Source: an optimization exercise on an open RTL-to-GDS flow (aim: small area). Production flows keep margins and buffers that such runs may drop.
Only simulation tests tie the RTL to the original design; equivalence was not proved.
Power figures rest on the tool's default switching activity, not on a simulated workload.

**flow/design.v**
```verilog
module uart_rx #(parameter CLK_FREQ = 50000000, parameter BAUD_RATE = 9600)(
    input  wire       clk, rst_n, rx,
    output reg  [7:0] data,
    output wire       done
);
    localparam integer CLKS_PER_BIT = CLK_FREQ / BAUD_RATE;
    localparam integer HALF_BIT = CLKS_PER_BIT / 2;
    reg       rx_sync, rx_reg;
    reg [3:0] state;
    wire      last;
    assign done = (state == 15) && last;
    bit_timer #(.PERIOD(CLKS_PER_BIT), .DELAY(HALF_BIT + 1)) timer (
        .clk(clk), .load(state == 0), .last(last));
    always @(posedge clk) begin
        rx_sync <= rx;
        rx_reg  <= rx_sync;
    end
    always @(posedge clk) begin
        if (state >= 7 && state <= 14 && last) data <= {rx_reg, data[7:1]};
    end
    always @(posedge clk or negedge rst_n) begin
        if (!rst_n) state <= 0;
        else if (state == 0) begin
            if (!rx_reg) state <= 6;
        end else if (last) begin
            if (state == 6 && rx_reg) state <= 0;
            else state <= state + 1;
        end
    end
endmodule
module bit_timer #(parameter integer PERIOD = 50, parameter integer DELAY = 50)(
    input  wire clk,
    input  wire load,
    output wire last
);
    function integer bits_for(input integer n);    
        begin
            bits_for = 1;
            while ((1 << bits_for) <= n) bits_for = bits_for + 1;
        end
    endfunction
    function [5:0] lfsr_at(input integer k);    
        integer i;
        begin
            lfsr_at = 6'd1;
            for (i = 0; i < k; i = i + 1) lfsr_at = {lfsr_at[4:0], lfsr_at[5] ^ lfsr_at[4]};
        end
    endfunction
    generate
        if (PERIOD <= 63 && DELAY <= PERIOD + 1) begin : lfsr
            localparam [5:0] LAST = lfsr_at(PERIOD - 1);
            localparam [5:0] INIT = lfsr_at((PERIOD - DELAY + 63) % 63);
            reg [5:0] cnt;
            assign last = (cnt == LAST);
            always @(posedge clk) begin
                if (load) cnt <= INIT;
                else if (last) cnt <= 6'd1;
                else cnt <= {cnt[4:0], cnt[5] ^ cnt[4]};
            end
        end else begin : binary
            localparam integer W = bits_for(PERIOD + DELAY);
            localparam [W-1:0] LAST = PERIOD - 1;
            localparam [W-1:0] INIT = PERIOD - DELAY;    
            reg [W-1:0] cnt;
            assign last = (cnt == LAST);
            always @(posedge clk) begin
                if (load) cnt <= INIT;
                else if (last) cnt <= 0;
                else cnt <= cnt + 1'b1;
            end
        end
    endgenerate
endmodule
module uart_tx #(parameter CLK_FREQ = 50000000, parameter BAUD_RATE = 9600)(
    input  wire       clk, rst_n,
    output wire       tx,
    input  wire [7:0] data,
    input  wire       start,
    output wire       idle
);
    localparam integer CLKS_PER_BIT = CLK_FREQ / BAUD_RATE;
    reg [3:0] state;
    wire      last;
    bit_timer #(.PERIOD(CLKS_PER_BIT), .DELAY(CLKS_PER_BIT + 1)) timer (
        .clk(clk), .load(start), .last(last));
    assign idle = (state == 0);
    assign tx = state[3] ? data[state[2:0]] : (state != 7);
    always @(posedge clk or negedge rst_n) begin
        if (!rst_n) state <= 0;
        else if (start) state <= 6;
        else if (state != 0 && last) state <= state + 1;
    end
endmodule
module uart_caesar_decoder (
    input  wire       clk,         
    input  wire       rst_n,       
    input  wire       uart_rx,     
    output wire       uart_tx,     
    output wire [3:0] leds         
);
    parameter CLK_FREQ  = 50000000;  
    parameter BAUD_RATE = 1000000;
    wire [7:0] rx_data;
    wire       rx_done;
    wire       tx_idle;
    reg  [7:0] tx_data;
    wire       issue;
    uart_rx #(.CLK_FREQ(CLK_FREQ), .BAUD_RATE(BAUD_RATE)) uart_receiver (
        .clk(clk), .rst_n(rst_n), .rx(uart_rx), .data(rx_data), .done(rx_done));
    uart_tx #(.CLK_FREQ(CLK_FREQ), .BAUD_RATE(BAUD_RATE)) uart_transmitter (
        .clk(clk), .rst_n(rst_n), .tx(uart_tx), .data(tx_data), .start(issue), .idle(tx_idle));
    localparam S_WAIT_SHIFT = 0;
    localparam S_WAIT_MSG   = 1;
    localparam S_DECODE     = 2;
    localparam S_SEND       = 3;
    reg  [1:0] state;
    reg        avail;         
    reg  [7:0] shift;
    reg  [6:0] msg_len;
    reg  [6:0] index;
    reg        overflow_flag;
    reg        active;        
    reg [21:0] blink;
    wire [5:0] phase = blink[5:0];
    wire [5:0] phase_next = {phase[4:0], phase[5] ^ phase[4] ^ (phase[4:0] == 5'd0)};
    always @(posedge clk or negedge rst_n)
        if (!rst_n) blink <= 22'd0;
        else        blink <= {blink[21:6] - (phase == 6'd0), phase_next};
    assign leds = active ? (4'b0001 << ~blink[21:20]) : 4'b0000;
    reg  [511:0] ring;
    wire         slot = (phase == index[5:0]);
    wire [6:0]   index_next = {index[6] | (index[5:0] == 6'b100000),
                               index[4:0], index[5] ^ index[4] ^ (index[4:0] == 5'd0)};
    wire [4:0] low   = rx_data[4:0];
    wire       alpha = (rx_data[7:6] == 2'b01) && (low != 0) && (low <= 26);
    wire [7:0] dec   = alpha ? (rx_data - shift + ((low <= shift) ? 8'd26 : 8'd0)) : rx_data;
    wire is_digit = (rx_data >= "0" && rx_data <= "9");
    wire newline  = (rx_data == 8'h0A);
    wire write = (state == S_WAIT_MSG) && avail && !newline && !index[6] && slot;
    wire take  = ((state == S_WAIT_SHIFT) && avail) ||
                 ((state == S_WAIT_MSG) && avail && (newline || index[6] || slot));
    assign issue = (state == S_SEND) && tx_idle;
    always @(posedge clk)
        ring <= {ring[503:0], write ? dec : ring[511:504]};
    always @(posedge clk or negedge rst_n) begin
        if (!rst_n) begin
            state  <= S_WAIT_SHIFT;
            avail  <= 0;
            active <= 0;
        end else begin
            active <= (state != S_WAIT_SHIFT);
            if (take) avail <= 0;
            else if (rx_done) avail <= 1;
            case (state)
                S_WAIT_SHIFT: if (avail) state <= S_WAIT_MSG;
                S_WAIT_MSG:   if (avail && newline) state <= S_DECODE;
                S_DECODE:     if (overflow_flag || index == msg_len) state <= S_SEND;
                S_SEND:       if (tx_idle && (overflow_flag ? index != 0 : index == msg_len))
                                  state <= S_WAIT_SHIFT;
            endcase
        end
    end
    always @(posedge clk) begin
        if (rx_done && (state == S_DECODE || state == S_SEND || (state == S_WAIT_SHIFT && !avail)))
            shift <= is_digit ? {4'd0, rx_data[3:0]} : rx_data;
        case (state)
            S_WAIT_SHIFT: begin
                index <= 0;
                overflow_flag <= 0;
            end
            S_WAIT_MSG: begin
                if (avail) begin
                    if (newline) begin
                        msg_len <= index;
                        index <= 0;
                    end
                    else if (index[6]) overflow_flag <= 1;
                    else if (slot) index <= index_next;
                end
            end
            S_DECODE: begin
                if (overflow_flag || index == msg_len) index <= 0;
                else index <= index_next;
            end
            S_SEND: begin
                if (tx_idle) begin
                    if (overflow_flag) index <= 1;
                    else if (index != msg_len) index <= index_next;
                end
            end
        endcase
        if (issue) begin
            if (overflow_flag) tx_data <= (index == 0) ? "!" : 8'h0A;
            else if (index == msg_len) tx_data <= 8'h0A;
        end else if (state == S_SEND && !overflow_flag && index != 0 && slot)
            tx_data <= ring[7:0];
    end
endmodule
```
**flow/flow/run.sh**
```bash
#!/bin/bash
# Own layout flow:
#  1. the standard synthesis (unchanged);
#  2. the combinational logic between the registers is mapped again with
#     stronger ABC scripts (several runs in parallel, the smallest netlist
#     that Yosys proves equivalent to the standard one is kept; every
#     register instance stays as the standard synthesis made it);
#  3. the standard layout, with the clock-tree options in flow/cts_args
#     and the settings in flow/extra_env.
# Each tool's output goes to a log_*.log file in the work folder.
set -euo pipefail
W=$(pwd)
F=$W/flow
R=$W/orfs/results/$FLOW_PLATFORM/uart_caesar_decoder/base
PLAT=$FLOW_HOME/platforms/$FLOW_PLATFORM
LIB=$PLAT/lib/sky130_fd_sc_hd__tt_025C_1v80.lib
export CTS_ARGS="-sink_clustering_enable -repair_clock_nets -dont_use_dummy_load"
if [[ -f $F/cts_args ]]; then export CTS_ARGS="$(cat $F/cts_args)"; fi
if [[ -f $F/extra_env ]]; then set -a; source $F/extra_env; set +a; fi

# 1. standard synthesis
bash standard.sh synth > $W/log_1_synth.log 2>&1
cp $R/1_2_yosys.v $W/std_1_2_yosys.v

# 2. re-map the combinational logic
DU=$(sed -n '/DONT_USE_CELLS/,/^$/p' $PLAT/config.mk | grep -o 'sky130_fd_sc_hd__[a-z0-9_]*' | sed 's/^/-dont_use /' | tr '\n' ' ')
mkdir -p $W/resyn
remap() {  # remap NAME ABC_SCRIPT
    yosys -l $W/log_2_resyn_$1.log -p "
read_liberty -ignore_miss_func $LIB
blackbox sky130_fd_sc_hd__df* sky130_fd_sc_hd__edf* sky130_fd_sc_hd__sdf* sky130_fd_sc_hd__dl*
read_verilog $W/std_1_2_yosys.v
hierarchy -top $FLOW_TOP
flatten
opt -purge
abc -liberty $LIB $DU -script $2
opt_clean -purge
hilomap -singleton -hicell sky130_fd_sc_hd__conb_1 HI -locell sky130_fd_sc_hd__conb_1 LO
opt_clean -purge
tee -o $W/resyn/$1.stat stat -liberty $LIB
write_verilog -noattr -nohex -nodec $W/resyn/$1.v
" > /dev/null 2>&1 || true
}
cp $F/resyn.abc $W/resyn/base.abc
remap base $W/resyn/base.abc &
for s in 1 2 3 4 5 6; do
    printf 'strash\n&get -n\n&deepsyn -T %s -o -S %s\n&put\ndch -f\namap -m\ntopo\n' "${DEEPSYN_T:-90}" $s > $W/resyn/ds$s.abc
    remap ds$s $W/resyn/ds$s.abc &
done
wait

# equivalence of a re-mapped netlist with the standard one (registers paired by name)
proven() {
    sed -E 's/\b_([0-9]+)_\b/G_\1_/g' $W/resyn/$1.v > $W/resyn/$1_gate.v
    yosys -l $W/log_2_equiv_$1.log -p "
read_liberty -ignore_miss_func $LIB
read_verilog $W/std_1_2_yosys.v
rename $FLOW_TOP gold
read_verilog $W/resyn/$1_gate.v
rename $FLOW_TOP gate
flatten
async2sync
opt_clean
equiv_make gold gate eq
hierarchy -top eq
equiv_simple -undef
equiv_induct -undef
equiv_status -assert
" > /dev/null 2>&1
}
BEST=""
for n in $(for f in $W/resyn/*.stat; do b=$(basename $f .stat); a=$(grep 'Chip area' $f | awk '{print $NF}'); [[ -n "$a" ]] && echo "$a $b"; done | sort -n | awk '{print $2}'); do
    if proven $n; then BEST=$n; break; fi
done
echo "chosen: ${BEST:-standard}" > $W/resyn/chosen.txt
if [[ -n "$BEST" ]]; then
    cp $W/resyn/$BEST.v $W/resyn_1_2_yosys.v
    cp $W/resyn_1_2_yosys.v $R/1_2_yosys.v
    rm -f $R/1_synth.odb $R/1_synth.sdc
fi

# 3. layout
bash standard.sh finish > $W/log_3_layout.log 2>&1
```
**flow/flow/cts_args**
```
-sink_clustering_enable -repair_clock_nets -dont_use_dummy_load -sink_clustering_size 13 -sink_clustering_max_diameter 45 -buf_list sky130_fd_sc_hd__buf_4
```
**flow/flow/extra_env**
```
BUFFER_PORTS_ARGS="-buffer_cell sky130_fd_sc_hd__buf_1"
```
**flow/flow/resyn.abc**
```
strash
dc2
dch -f
amap -m
topo
```
**flow/standard.sh**
```bash
#!/bin/bash
# synth_recipe.tcl (not shown) runs the flow's synth.tcl, then flattens the netlist and writes it again
# the make line also repeats each setting of config.mk as NAME=value (left out here)
make -C /OpenROAD-flow-scripts/flow DESIGN_CONFIG=/design/flow/config.mk WORK_HOME=/design/flow/orfs CLKGATE_MAP_FILE= SYNTH_SCRIPT=/design/flow/synth_recipe.tcl "${@:-finish}"
```
**flow/config.mk**
```make
export PLATFORM = sky130hd
export DESIGN_NAME = uart_caesar_decoder
export DESIGN_NICKNAME = uart_caesar_decoder
export VERILOG_FILES = /design/flow/design.v
export SDC_FILE = /design/flow/constraint.sdc
export NUM_CORES = 8
export LEC_CHECK = 0
export CAP_MARGIN = 0
export CORE_MARGIN = 2
export CORE_UTILIZATION = 50
export PLACE_DENSITY = 0.75
export SLEW_MARGIN = 0
```
**flow/constraint.sdc**
```tcl
create_clock -name core_clock -period 20.0 [get_ports {clk}]
set_input_delay 4.0000 -clock core_clock [delete_from_list [all_inputs] [get_ports {clk}]]
set_output_delay 4.0000 -clock core_clock [all_outputs]
set_load 0.01 [all_outputs]
```
==> results of run 1 <==
## stage by stage
step,util,cell area (sq um)
final,0.541,15000
after global routing,0.541,15000
after CTS,0.541,15000
after detailed placement,0.527,14600
after global placement,0.527,14600
after floorplan,-,14100
## power by group through the flow
| stage | Combinational (W) | Clock, W | Sequential [W] |
|---|---|---|---|
| 4_1_cts | 0.0000254 | 0.000469 | 0.00122 |
| 5_1_grt | 0.0000289 | 0.000514 | 0.00122 |
| 3_3_place_gp | 0.0000237 | 0 | 0.00125 |
| 6_report | 0.0000255 | 0.000449 | 0.00122 |
| 2_1_floorplan | 0.0000192 | 0 | 0.00125 |
| 3_5_place_dp | 0.0000257 | 0 | 0.00125 |
## how the worst min path moves through the flow
| stage | cells after the start | startpoint | end | slack [ns] |
|---|---|---|---|---|
| after floorplan | 0 | ring[92] | ring[100] | 0.31 |
| after global placement | 0 | ring[377] | ring[385] | 0.31 |
| after detailed placement | 0 | ring[97] | ring[105] | 0.31 |
| after CTS | 0 | ring[128] | ring[136] | 0.28 |
| after global routing | 0 | ring[229] | ring[237] | 0.27 |
| final | 0 | ring[229] | ring[237] | 0.27 |
## cell type report
cell class | count | area share
clock buffer | 53 | 0.0264
timing repair buffer | 9 | 0.00283
inverter | 52 | 0.0130
sequential | 599 | 0.834
multi-input combinational | 272 | 0.0919
tap | 378 | 0.0314
## metal layers
| layer | track usage | wire (microns) |
|---|---|---|
| met1 | 0.174 | 8770 |
| met2 | 0.163 | 6930 |
| met3 | 0.0316 | 877 |
| met4 | 0.0475 | 363 |
| met5 | 0 | 0 |
==> run notes, run 1 <==
Syn-to-layout area delta=6.46%; DRC viols=0; Rows=61; Worst setup startpoint=uart_transmitter.state[0]; Mapped Cells=923; post-route total power=between 0.0015 and 0.002 W; worst skew pair latency=between 0.6 and 0.7 ns; TritonCTS clock tree=done; crit-path leading delay family=compound AO/OA/AOI/OAI gates; CP Data Arrival Time=~2.0 ns; CP required=around 16 ns; Worst Setup End Kind=output port; setup bufs post-CTS=0; Biggest register=ring; Crit path buffers/inverters=2; fin. max-slew vios=0; most common cell after layout, fill and taps aside=dfxtp_1; reg2reg start=uart_receiver.data[2]; relative slew slack=0.265; DR vias=between 6000 and 7000; initial antenna violation count=0; chip width=172 microns; Sw Ratio=0.199; status=complete, no violations; Initial Utilization=0.509; clock sink total=between 500 and 600; die area=29600 sq um; Clk network pwr share=0.264; dpl hpwl=roughly 10000 microns; Worst Skew=0.0811 ns; vias in the first global route=~5800; Worst Hold Slack=around 0.27 ns; drt first-iter violations=between 300 and 400; Cell Int Power=0.00136 W; Top Registers=ring: 512 flops, blink: 22 flops; CP max stage cell=dfrtp_1; Leakage=~5.8 nW; Worst path max stage delay=roughly 0.42 ns; CP endpoint=uart_tx; number of flip-flops in the largest register=between 500 and 600; number of buffers added on ports=7; CTS clk-pin slew, worst paths=roughly 0.12 ns; Slew @ Worst Pin=between 1 and 1.5 ns; GP Congestion=roughly 0.87; Peak Freq=approximately 170 MHz; Final Hold Fails=0; synthesized area per cell=roughly 15 sq um; first-pass GRT wire length=~28000 microns; final setup vio count=0; fin crit period=roughly 6.0 ns; number of max-cap violations=0; cells on worst reg2reg path=23; final worst slack=roughly 14 ns; DIE HEIGHT=172 microns; multi-input logic area=between 1000 and 1500 sq um; placed cell count=about 1300; post-cts resize count=0; grt ovf=0; CTS max path bufs=3; critical path type=reg -> out; mapped cell area=about 14000 sq um; reg2reg end=ring[6]; diode count=0; hold_buf cts=0; H-tree level count=2; clock root cell=buf_4; WL/cell=12.4 microns; Non-Filler Instances=between 1000 and 1500; r2r setup slk=about 15 ns; DRT Pass-1 Iters=4; routed vias/inst=about 4.5; Fillers=2228; Fin Setup TNS=0 ns; path type of the worst min-delay path=reg -> reg; largest net degree at the start of global routing=35; Comb pwr share=0.015; all-layer global routing usage=0.117; io pins=8; P_sw=0.000338 W; share of layout cells above drive strength 1=0.0569; Net count, final=between 900 and 1000; crit path cell chain=clkinv_1, nand2_1, o32a_1, o311a_1, nor2_1, o22ai_1, buf_1; sequential fraction of design power=0.721; Worst setup SP type=flip-flop; Syn Nets=roughly 930; Detail Route Antenna Nets=0; final wirelength=between 15000 and 20000 microns; Worst path depth=7; RSZ-0062 raised after global routing=no; placeable core area=27800 sq um; register area=12600 sq um; fin crit share=0.299; Peak VDD IR=approximately 0.073 mV; most frequent cells in the layout=526 x dfxtp_1, 76 x nor2_1, 55 x nand2_1, 55 x buf_4, 52 x clkinv_1; Power Density=between 100 and 150 nW/um^2; CTS Buf Count=53; pre-CTS WS=14.66 ns; YS warnings=5; Crit Path Max Fanout=5
==> run 2: changes to the inputs <==
--- a/flow/design.v
+++ b/flow/design.v
@@ -117,8 +117,7 @@
     reg        avail;         
     reg  [7:0] shift;
     reg  [6:0] msg_len;
-    reg  [6:0] index;
-    reg        overflow_flag;
+    reg  [6:0] index;          
     reg        active;        
     reg [21:0] blink;
     wire [5:0] phase = blink[5:0];
@@ -136,6 +135,7 @@
     wire [7:0] dec   = alpha ? (rx_data - shift + ((low <= shift) ? 8'd26 : 8'd0)) : rx_data;
     wire is_digit = (rx_data >= "0" && rx_data <= "9");
     wire newline  = (rx_data == 8'h0A);
+    wire overflow_flag = msg_len[6] && msg_len[0];
     wire write = (state == S_WAIT_MSG) && avail && !newline && !index[6] && slot;
     wire take  = ((state == S_WAIT_SHIFT) && avail) ||
                  ((state == S_WAIT_MSG) && avail && (newline || index[6] || slot));
@@ -164,17 +164,14 @@
         if (rx_done && (state == S_DECODE || state == S_SEND || (state == S_WAIT_SHIFT && !avail)))
             shift <= is_digit ? {4'd0, rx_data[3:0]} : rx_data;
         case (state)
-            S_WAIT_SHIFT: begin
-                index <= 0;
-                overflow_flag <= 0;
-            end
+            S_WAIT_SHIFT: index <= 0;
             S_WAIT_MSG: begin
                 if (avail) begin
                     if (newline) begin
                         msg_len <= index;
                         index <= 0;
                     end
-                    else if (index[6]) overflow_flag <= 1;
+                    else if (index[6]) index <= 7'b1000001;
                     else if (slot) index <= index_next;
                 end
             end
==> run notes, run 2 <==
Final Hold Fails=0 (unchanged); Peak Freq=161 MHz (was 167 MHz); relative slew slack=0.196 (was 0.265); Top Registers=ring: 512 flops, blink: 22 flops (unchanged); final instance area=15000 sq um (about the same); status=complete, no violations (unchanged); Fin Setup TNS=0 ns (unchanged); chip width=172 microns (about the same); diode count=0 (unchanged); Core Util, Final=0.540 (was 0.541); Slew @ Worst Pin=1.20 ns (was 1.09 ns); final wirelength=16400 microns (was 16900 microns); Leakage=5.76 nW (was 5.84 nW); CP Data Arrival Time=2.19 ns (was 1.98 ns); share of layout cells above drive strength 1=0.0556 (was 0.0569); TritonCTS clock tree=done (unchanged); drt first-iter violations=465 (was 357); vias in the first global route=5887 (was 5805); RSZ-0062 raised after global routing=no (unchanged); pre-CTS WS=14.44 ns (was 14.66 ns); largest net degree at the start of global routing=35 (unchanged); synthesized area per cell=15.5 sq um (was 15.3 sq um); GP Congestion=0.856 (was 0.866); number of buffers added on ports=7 (unchanged); CTS max path bufs=3 (unchanged); Peak VDD IR=0.0650 mV (was 0.0730 mV); io pins=8 (unchanged); Initial Utilization=0.508 (was 0.509); clock sink total=598 (was 599); mapped cell area=14100 sq um (about the same); DRC viols=0 (unchanged); final setup vio count=0 (unchanged); routed vias/inst=4.47 (was 4.48); number of flip-flops in the largest register=512 (unchanged); setup bufs post-CTS=0 (unchanged); Syn-to-layout area delta=6.37% (was 6.46%); fin crit share=0.310 (was 0.299); critical path type=reg -> out (unchanged); path type of the worst min-delay path=reg -> reg (unchanged); all-layer global routing usage=0.115 (was 0.117); fin. max-slew vios=0 (unchanged); grt ovf=0 (unchanged); DR vias=6035 (was 6107); CTS clk-pin slew, worst paths=0.11 ns (was 0.12 ns); number of max-cap violations=0 (unchanged); worst skew pair latency=0.58 ns (was 0.63 ns); Syn Nets=915 (was 926); post-place instance area=14600 sq um (about the same); DIE HEIGHT=172 microns (about the same); most frequent cells in the layout=526 x dfxtp_1, 58 x nor2_1, 53 x buf_4 (was 526 x dfxtp_1, 76 x nor2_1, 55 x nand2_1, 55 x buf_4, 52 x clkinv_1); CTS Buf Count=52 (was 53); dpl hpwl=9500 microns (was 10000 microns); fin crit period=6.19 ns (was 5.98 ns); final worst slack=13.81 ns (was 14.02 ns); H-tree level count=2 (unchanged); hold_buf cts=0 (unchanged); Mapped Cells=912 (was 923); post-cts resize count=0 (unchanged); Biggest register=ring (unchanged); first-pass GRT wire length=27600 microns (about the same); clock root cell=buf_4 (unchanged); initial antenna violation count=0 (unchanged); most common cell after layout, fill and taps aside=dfxtp_1 (unchanged); die area=29600 sq um (about the same); Worst Skew=0.0331 ns (was 0.0811 ns); Rows=61 (unchanged); Worst setup SP type=flip-flop (unchanged); WL/cell=12.1 microns (was 12.4 microns); Worst Setup End Kind=output port (unchanged); Power Density=113 nW/um^2 (about the same); Worst Hold Slack=0.313 ns (was 0.274 ns); DRT Pass-1 Iters=5 (was 4); YS warnings=5 (unchanged); Crit Path Max Fanout=8 (was 5); CP required=16.00 ns (about the same); Net count, final=977 (was 990); Detail Route Antenna Nets=0 (unchanged); placeable core area=27800 sq um (unchanged)
## run 2: cell types whose count changed in the layout (fill, tap and decap cells not counted), moves of 4 or more
cell,before,now
o21a_1,3,7
nand2_1,55,51
or2_0,8,15
nor2_1,76,58
## run 2: path summary, 6_finish.rpt
kind,startpoint,to,slack [ns],depth (start not counted)
setup / recovery,uart_transmitter.state[0],uart_tx,13.81,6
hold / removal,ring[214],ring[222],0.31,0
setup reg to reg,blink[3],blink[21],15.60,18
hold reg to reg,ring[214],ring[222],0.31,0
max in group asynchronous,rst_n,avail,15.96,1
min in group asynchronous,rst_n,blink[12],3.49,1
## run 2: layout make-up
| class | instances | area (sq um) |
|---|---|---|
| tap | 378 | 473 |
| timing repair buffer | 8 | 35.0 |
| multi-input combinational | 265 | 1410 |
| fill | 2242 | 12800 |
| inverter | 49 | 184 |
| sequential | 598 | 12500 |
| clock buffer | 52 | 390 |
## run 2: worst max-delay path, cell delays in order (launching register included)
cell      delay, ns
dfrtp_1        0.50
clkinv_1       0.18
or3_1          0.40
a31oi_1        0.22
o21a_1         0.14
a31oi_1        0.04
buf_1          0.14
## run 2: per-layer routing
layer  share of wire  GRT usage  up-vias
met3           0.048     0.0314       42
met2            0.41      0.163      113
met5               0          0        -
met1            0.52      0.169     2799
li1                -          -     3081
met4           0.026     0.0460        0
## run 2: where the power goes
part	total [W]	switching (W)	internal, W
Combinational	0.0000301	0.0000196	0.0000104
Clock	0.000446	0.000313	0.000133
Sequential	0.00122	0.00000725	0.00121
Total	0.00170	0.000340	0.00136
## run 2: metrics by stage
stage	std cells	power, W
final	1350	0.00170
after global routing	1350	0.00177
after CTS	1350	0.00172
after detailed placement	1298	0.00128
after global placement	1298	0.00128
after floorplan	912	0.00127

==> separate check: timing with driven ports <==
In the flow no input, the clock included, has a driving cell. The finished layouts below were timed again as built, in two steps. Step 1 (the two cells are an assumption about what drives the block):
set clk [get_ports {clk}]
set_driving_cell -lib_cell sky130_fd_sc_hd__clkbuf_16 $clk
set_driving_cell -lib_cell sky130_fd_sc_hd__buf_2 [delete_from_list [all_inputs] $clk]
Step 2 also shifts input and output timing later by t, the mid clock arrival at the registers, as if the neighbouring blocks saw the same clock. a / b / c = ideal / step 1 / step 2; a / b = the first two.
run	t, ns	setup WS [ns]	worst hold slack (ns)	clock arrival spread, ns	worst data-port slew with drivers (ns)
run 1	0.629	14.021 / 13.983 / 14.612	0.274 / 0.274 / 0.274	0.084 / 0.083	0.03
run 2	0.605	13.807 / 13.770 / 14.376	0.313 / 0.313 / 0.313	0.038 / 0.037	0.03
After both steps every run listed still meets setup and hold.
